This design comes from an exercise in tuning for small area, a short achievable clock period and few clock cycles on the open sky130 flow, not from production work. In this exercise RTL edits were held to simulation tests only and were not proved equivalent to the original. Power is estimated from default activity; no workload was simulated.

==> flow/design.v (excerpt) <==
module VSCPU (clk, rst, data_fromRAM, wrEn, addr_toRAM, data_toRAM);
Size: roughly 1,600 cells after synthesis, ~140 flip-flops, roughly 81 I/O pins, roughly 14,000 um^2 of cells after synthesis.
==> flow/config.mk <==
export PLATFORM = sky130hd
export DESIGN_NAME = VSCPU
export DESIGN_NICKNAME = VSCPU
export VERILOG_FILES = /design/flow/design.v
export SDC_FILE = /design/flow/constraint.sdc
export NUM_CORES = 4
export LEC_CHECK = 0
export CAP_MARGIN = 20
export CORE_MARGIN = 2
export CORE_UTILIZATION = 40
export CTS_BUF_LIST = sky130_fd_sc_hd__clkbuf_8
export CTS_CLUSTER_DIAMETER = 80
export CTS_CLUSTER_SIZE = 20
export SETUP_SLACK_MARGIN = 0.3
export SLEW_MARGIN = 20
==> flow/constraint.sdc <==
create_clock -name core_clock -period 14.0 [get_ports {clk}]
set_input_delay 2.8000 -clock core_clock [delete_from_list [all_inputs] [get_ports {clk}]]
set_output_delay 2.8000 -clock core_clock [all_outputs]
set_load 0.01 [all_outputs]
standard.sh (not shown) runs the stock make flow with config.mk's settings and CLKGATE_MAP_FILE= SYNTH_SCRIPT=/design/flow/synth_recipe.tcl, a recipe that flattens the netlist after the stock synthesis.
==> flow/flow/run.sh <==
#!/bin/bash
set -euo pipefail
bash standard.sh synth > synth.log 2>&1
bash standard.sh SETUP_SLACK_MARGIN=8 "BUFFER_PORTS_ARGS=-buffer_cell sky130_fd_sc_hd__buf_2" finish > layout.log 2>&1
Testbench counts at the start, summed over its fixed seeds: cycles 214,860.
Change:
--- a/flow/design.v
+++ b/flow/design.v
@@ -60,23 +60,19 @@
         OP_SRL:  res = (Y[31:5] != 27'd0) ? 32'd0 : X;    
         OP_LT:   res = {31'd0, ~sum[32]};
         OP_CP:   res = IW[28] ? Y : X;
         OP_MUL:  res = 32'd0;
         default: res = Y;
     endcase
 end
 wire [13:0] waddr = (op == OP_CPI) ? X[13:0] : IW[27:14];
-function [1:0] mclass(input [31:0] v);
-    if (v[31:7] == 25'd0 || v[31:7] == {25{1'b1}}) mclass = 2'd0;
-    else if (v[31:15] == 17'd0 || v[31:15] == {17{1'b1}}) mclass = 2'd1;
-    else if (v[31:23] == 9'd0 || v[31:23] == {9{1'b1}}) mclass = 2'd2;
-    else mclass = 2'd3;
-endfunction
-wire       swap = mclass(X) < mclass(Y);
+wire       smallX = (X[31:7] == 25'd0) | (X[31:7] == {25{1'b1}});
+wire       smallY = (Y[31:7] == 25'd0) | (Y[31:7] == {25{1'b1}});
+wire       swap = smallX & ~smallY;
 wire       lastX = (X[31:1] == 31'd0) | (X[31:1] == {31{1'b1}});
 wire       lastY = (Y[31:1] == 31'd0) | (Y[31:1] == {31{1'b1}});
 wire [31:0] mstep = sum[31:0];
 wire        mnext_last = (R1[31:3] == 29'd0) | (R1[31:3] == {29{1'b1}});
 wire [13:0] d_tgt = d_im ? (PC + d_B) : d_A;
 wire bz_pred = 0;
 always @(posedge clk) begin
     WE <= 1'b0;
Sequential power is higher by 17%.
Worst setup slack gets worse by 0.053 ns.
Critical path depth is higher by 10.
Clock skew is lower by 0.0073 ns.
Register-to-register slack gets worse by 0.29 ns.
Total power is higher by 27%.
Die area is lower by 0.54%.
Utilization is higher by 0.44 points.
Fmax is lower by 0.88%.
Synthesized area is lower by 0.55%.
Testbench counts after the change, summed over its fixed seeds: cycles 215,167.

* * *

VSCPU, a different RTL version from the one above (not shown whole).
For scale: about 1800 cells after synthesis, about 140 flip-flops, roughly 81 I/O pins, about 0.014 mm^2 of cells after synthesis.
==> module VSCPU, before the edit <==
module VSCPU (clk, rst, data_fromRAM, wrEn, addr_toRAM, data_toRAM);
input clk, rst;
input [31:0] data_fromRAM;
output wrEn;
output [13:0] addr_toRAM;
output [31:0] data_toRAM;
localparam [2:0] OP_ADD = 3'd0, OP_NAND = 3'd1, OP_SRL = 3'd2, OP_LT = 3'd3,
                 OP_CP = 3'd4, OP_MUL = 3'd5, OP_BZJ = 3'd6, OP_CPI = 3'd7;
localparam [3:0] S_START = 4'd0, S_RB = 4'd1, S_W1 = 4'd2, S_EX = 4'd3,
                 S_BZ1 = 4'd4, S_BZ2 = 4'd5, S_WAITF = 4'd6, S_MUL = 4'd7,
                 S_RST = 4'd8, S_SRL = 4'd9;
reg [3:0]  st;
reg [13:0] PC;
reg [31:0] IW;        
reg [31:0] R1;        
reg [31:0] D;         
reg [1:0]  asel;      
reg        WE;
reg [13:0] lwa;       
reg        lwv;
reg        latchR1;
reg        xselD;
reg        mlast;
reg        bprev;     
assign wrEn = WE & ~rst;
localparam [1:0] A_PC = 2'd0, A_B = 2'd1, A_A = 2'd2, A_LW = 2'd3;
assign addr_toRAM = (asel == A_B) ? IW[13:0] : (asel == A_A) ? IW[27:14] :
                    (asel == A_LW) ? lwa : PC;
assign data_toRAM = D;
wire [2:0]  d_op = data_fromRAM[31:29];
wire        d_im = data_fromRAM[28];
wire [13:0] d_A  = data_fromRAM[27:14];
wire [13:0] d_B  = data_fromRAM[13:0];
wire        hitA = lwv & (d_A == lwa);
wire        hitB = lwv & (d_B == lwa);
wire [13:0] PC1  = PC + 14'd1;
wire        d_cp = (d_op == OP_CP);
wire        d_readB = ~d_im & ~hitB & ~d_cp;
wire        d_readX = d_cp ? (~d_im & ~hitB) : (d_readB | ~hitA);
wire [2:0]  op = IW[31:29];
wire        mul = (st == S_MUL);
wire [31:0] X = xselD ? D : data_fromRAM;
wire [31:0] Y = R1;
wire        is_lt = (op == OP_LT);
wire        b_one = R1[0] ^ bprev;
wire        b_two = (R1[1] & ~R1[0] & ~bprev) | (~R1[1] & R1[0] & bprev);
wire        b_neg = R1[1] & ~(R1[0] & bprev);
wire [31:0] b_sel = b_two ? {IW[30:0], 1'b0} : (b_one ? IW : 32'd0);
wire [31:0] Qb = mul ? b_sel : R1;
wire        inv = mul ? b_neg : is_lt;
wire [31:0] Q = inv ? ~Qb : Qb;
wire        cin = mul ? b_neg : (is_lt | IW[13]);
wire [32:0] sum = {1'b0, X} + {1'b0, Q} + {32'd0, cin};
reg  [31:0] res;
always @* begin
    case (op)
        OP_ADD:  res = sum[31:0];
        OP_NAND: res = ~(X & Y);
        OP_SRL:  res = (Y[31:5] != 27'd0) ? 32'd0 : X;    
        OP_LT:   res = {31'd0, ~sum[32]};
        OP_CP:   res = IW[28] ? Y : X;
        OP_MUL:  res = 32'd0;
        default: res = Y;
    endcase
end
wire [13:0] waddr = (op == OP_CPI) ? X[13:0] : IW[27:14];
function [1:0] mclass(input [31:0] v);
    if (v[31:7] == 25'd0 || v[31:7] == {25{1'b1}}) mclass = 2'd0;
    else if (v[31:15] == 17'd0 || v[31:15] == {17{1'b1}}) mclass = 2'd1;
    else if (v[31:23] == 9'd0 || v[31:23] == {9{1'b1}}) mclass = 2'd2;
    else mclass = 2'd3;
endfunction
wire       swap = mclass(X) < mclass(Y);
wire       lastX = (X[31:1] == 31'd0) | (X[31:1] == {31{1'b1}});
wire       lastY = (Y[31:1] == 31'd0) | (Y[31:1] == {31{1'b1}});
wire [31:0] mstep = sum[31:0];
wire        mnext_last = (R1[31:3] == 29'd0) | (R1[31:3] == {29{1'b1}});
wire [13:0] d_tgt = d_im ? (PC + d_B) : d_A;
wire bz_pred = 0;
always @(posedge clk) begin
    WE <= 1'b0;
    case (st)
    S_START: begin
        if (WE && lwa == PC) begin
            asel <= A_PC;
            st <= S_WAITF;
        end else begin
            IW <= data_fromRAM;
            if (d_op == OP_BZJ) begin
                R1[13:0] <= d_tgt;
                if (hitB) begin
                    asel <= A_PC;
                    PC <= (D == 32'd0) ? d_tgt : PC1;
                    st <= S_WAITF;
                end else begin
                    asel <= A_B;
                    st <= S_BZ1;
                end
            end else begin
                R1 <= d_im ? {18'd0, d_B} : D;
                xselD <= ~d_readX;
                latchR1 <= d_readB;
                if (d_readB) begin
                    asel <= A_B;
                    st <= S_RB;
                end else if (d_readX) begin
                    asel <= d_cp ? A_B : A_A;
                    st <= S_W1;
                end else begin
                    if (d_op != OP_MUL) begin
                        asel <= A_PC;
                        PC <= PC1;
                    end
                    st <= S_EX;
                end
            end
        end
    end
    S_RB: begin
        asel <= A_A;
        st <= S_W1;
    end
    S_W1: begin
        if (latchR1) R1 <= data_fromRAM;
        if (op != OP_MUL) begin
            asel <= A_PC;
            PC <= PC1;
        end
        st <= S_EX;
    end
    S_EX: begin
        if (op == OP_MUL) begin
            IW <= swap ? Y : X;
            R1 <= swap ? X : Y;
            D <= res;
            xselD <= 1'b1;
            bprev <= 1'b0;
            lwa <= IW[27:14];
            lwv <= 1'b0;
            mlast <= swap ? lastX : lastY;
            if (swap ? lastX : lastY) begin
                asel <= A_PC;
                PC <= PC1;
            end
            st <= S_MUL;
        end else if (op == OP_SRL && Y[31:5] == 27'd0 && Y[4:0] != 5'd0) begin
            D <= X;
            lwa <= IW[27:14];
            lwv <= 1'b0;
            mlast <= (Y[4:0] == 5'd1);
            if (Y[4:0] == 5'd1) asel <= A_PC;
            st <= S_SRL;
        end else begin
            D <= res;
            asel <= A_LW;
            WE <= 1'b1;
            lwa <= waddr;
            lwv <= 1'b1;
            st <= S_START;
        end
    end
    S_MUL: begin
        D <= mstep;
        IW <= IW << 2;
        R1 <= {R1[31], R1[31], R1[31:2]};
        bprev <= R1[1];
        if (mlast) begin
            asel <= A_LW;
            WE <= 1'b1;
            lwv <= 1'b1;
            st <= S_START;
        end else if (mnext_last) begin
            asel <= A_PC;
            PC <= PC1;
            mlast <= 1'b1;
        end
    end
    S_SRL: begin
        D <= {1'b0, D[31:1]};
        R1[4:0] <= R1[4:0] - 5'd1;
        if (mlast) begin
            asel <= A_LW;
            WE <= 1'b1;
            lwv <= 1'b1;
            st <= S_START;
        end else if (R1[4:0] == 5'd2) begin
            asel <= A_PC;
            mlast <= 1'b1;
        end
    end
    S_BZ1: begin
        asel <= A_PC;
        PC <= bz_pred ? R1[13:0] : PC1;
        if (bz_pred) R1[13:0] <= PC1;
        st <= S_BZ2;
    end
    S_BZ2: begin
        if ((data_fromRAM == 32'd0) == bz_pred) begin
            st <= S_START;
        end else begin
            asel <= A_PC;
            PC <= R1[13:0];
            st <= S_WAITF;
        end
    end
    S_RST: begin
        asel <= A_PC;
        PC <= 14'd0;
        lwv <= 1'b0;
        st <= S_WAITF;
    end
    default: begin  
        st <= S_START;
    end
    endcase
    if (rst) begin
        st <= S_RST;
        WE <= 1'b0;
    end
end
endmodule
==> flow/config.mk <==
export PLATFORM = sky130hd
export DESIGN_NAME = VSCPU
export DESIGN_NICKNAME = VSCPU
export VERILOG_FILES = /design/flow/design.v
export SDC_FILE = /design/flow/constraint.sdc
export NUM_CORES = 4
export LEC_CHECK = 0
export CAP_MARGIN = 20
export CORE_MARGIN = 2
export CORE_UTILIZATION = 40
export CTS_BUF_LIST = sky130_fd_sc_hd__clkbuf_8
export CTS_CLUSTER_DIAMETER = 80
export CTS_CLUSTER_SIZE = 20
export SETUP_SLACK_MARGIN = 0.3
export SLEW_MARGIN = 20
==> flow/constraint.sdc <==
create_clock -name core_clock -period 14.0 [get_ports {clk}]
set_input_delay 2.8000 -clock core_clock [delete_from_list [all_inputs] [get_ports {clk}]]
set_output_delay 2.8000 -clock core_clock [all_outputs]
set_load 0.01 [all_outputs]
Scripts as last shown in full above: flow/flow/run.sh
The starting point finished clean.
Testbench counts at the start, summed over its fixed seeds: cycles 214,860.
Next try:
--- a/flow/design.v
+++ b/flow/design.v
@@ -16,10 +16,11 @@
 reg [31:0] D;         
 reg [1:0]  asel;      
 reg        WE;
 reg [13:0] lwa;       
 reg        lwv;
+reg        conflict;  
 reg        latchR1;
 reg        xselD;
 reg        mlast;
 reg        bprev;     
 assign wrEn = WE & ~rst;
@@ -74,17 +75,18 @@
 wire       lastX = (X[31:1] == 31'd0) | (X[31:1] == {31{1'b1}});
 wire       lastY = (Y[31:1] == 31'd0) | (Y[31:1] == {31{1'b1}});
 wire [31:0] mstep = sum[31:0];
 wire        mnext_last = (R1[31:3] == 29'd0) | (R1[31:3] == {29{1'b1}});
 wire [13:0] d_tgt = d_im ? (PC + d_B) : d_A;
-wire bz_pred = 0;
+reg         bz_pred;   
 always @(posedge clk) begin
     WE <= 1'b0;
     case (st)
     S_START: begin
-        if (WE && lwa == PC) begin
-            asel <= A_PC;
+        if (conflict) begin
+            asel <= A_PC;
+            conflict <= 1'b0;
             st <= S_WAITF;
         end else begin
             IW <= data_fromRAM;
             if (d_op == OP_BZJ) begin
                 R1[13:0] <= d_tgt;
@@ -145,19 +147,20 @@
             st <= S_MUL;
         end else if (op == OP_SRL && Y[31:5] == 27'd0 && Y[4:0] != 5'd0) begin
             D <= X;
             lwa <= IW[27:14];
             lwv <= 1'b0;
-            mlast <= (Y[4:0] == 5'd1);
-            if (Y[4:0] == 5'd1) asel <= A_PC;
+            mlast <= (Y[4:0] == 5'd1 || Y[4:0] == 5'd4);
+            if (Y[4:0] == 5'd1 || Y[4:0] == 5'd4) asel <= A_PC;
             st <= S_SRL;
         end else begin
             D <= res;
             asel <= A_LW;
             WE <= 1'b1;
             lwa <= waddr;
             lwv <= 1'b1;
+            conflict <= (waddr == PC);
             st <= S_START;
         end
     end
     S_MUL: begin
         D <= mstep;
@@ -166,26 +169,33 @@
         bprev <= R1[1];
         if (mlast) begin
             asel <= A_LW;
             WE <= 1'b1;
             lwv <= 1'b1;
+            conflict <= (lwa == PC);
             st <= S_START;
         end else if (mnext_last) begin
             asel <= A_PC;
             PC <= PC1;
             mlast <= 1'b1;
         end
     end
     S_SRL: begin
-        D <= {1'b0, D[31:1]};
-        R1[4:0] <= R1[4:0] - 5'd1;
+        if (R1[4:2] != 3'd0) begin
+            D <= {4'd0, D[31:4]};
+            R1[4:0] <= R1[4:0] - 5'd4;
+        end else begin
+            D <= {1'b0, D[31:1]};
+            R1[4:0] <= R1[4:0] - 5'd1;
+        end
         if (mlast) begin
             asel <= A_LW;
             WE <= 1'b1;
             lwv <= 1'b1;
-            st <= S_START;
-        end else if (R1[4:0] == 5'd2) begin
+            conflict <= (lwa == PC);
+            st <= S_START;
+        end else if (R1[4:0] == 5'd2 || R1[4:0] == 5'd5 || R1[4:0] == 5'd8) begin
             asel <= A_PC;
             mlast <= 1'b1;
         end
     end
     S_BZ1: begin
@@ -193,22 +203,25 @@
         PC <= bz_pred ? R1[13:0] : PC1;
         if (bz_pred) R1[13:0] <= PC1;
         st <= S_BZ2;
     end
     S_BZ2: begin
+        bz_pred <= (data_fromRAM == 32'd0);
         if ((data_fromRAM == 32'd0) == bz_pred) begin
             st <= S_START;
         end else begin
             asel <= A_PC;
             PC <= R1[13:0];
             st <= S_WAITF;
         end
     end
     S_RST: begin
+        bz_pred <= 1'b0;
         asel <= A_PC;
         PC <= 14'd0;
         lwv <= 1'b0;
+        conflict <= 1'b0;
         st <= S_WAITF;
     end
     default: begin  
         st <= S_START;
     end
The new run ran to the end with no violations.
Setup slack gets better by 0.074 ns.
Wire length rose by 0.85%.
Register-to-register slack gets better by 0.09 ns.
Final area rose by 3.6%.
Clock-buffer cell count stays the same.
Testbench counts after the change, summed over its fixed seeds: cycles 210,153.

-- re-timing with driven ports --
Ports are ideal in the flow. The routed layouts listed here were re-timed in OpenROAD. Step 1, drivers: a clkbuf_16 drives clk and a buf_2 each remaining input, both assumed. Step 2 also shifts input and output timing later by t, the mid clock arrival at the registers, as if the neighbouring blocks saw the same clock. Three values: ideal, step 1, step 2; two values: the first two.
run	shift t [ns]	slack for setup (ns)	clock arrival spread, ns	worst slew at a driven data input, ns	cell pins on the clock port's net
the first run of note 1	0.541	8.030 / 8.011 / 7.640	0.032 / 0.032	0.04	1
the second run of note 1	0.533	7.977 / 8.002 / 7.469	0.024 / 0.024	0.05	1
the first run of note 2	0.540	7.987 / 8.004 / 7.479	0.024 / 0.024	0.03	1
the second run of note 2	0.553	8.061 / 8.026 / 7.643	0.024 / 0.024	0.04	1
After both steps setup and hold are still met in every run listed.
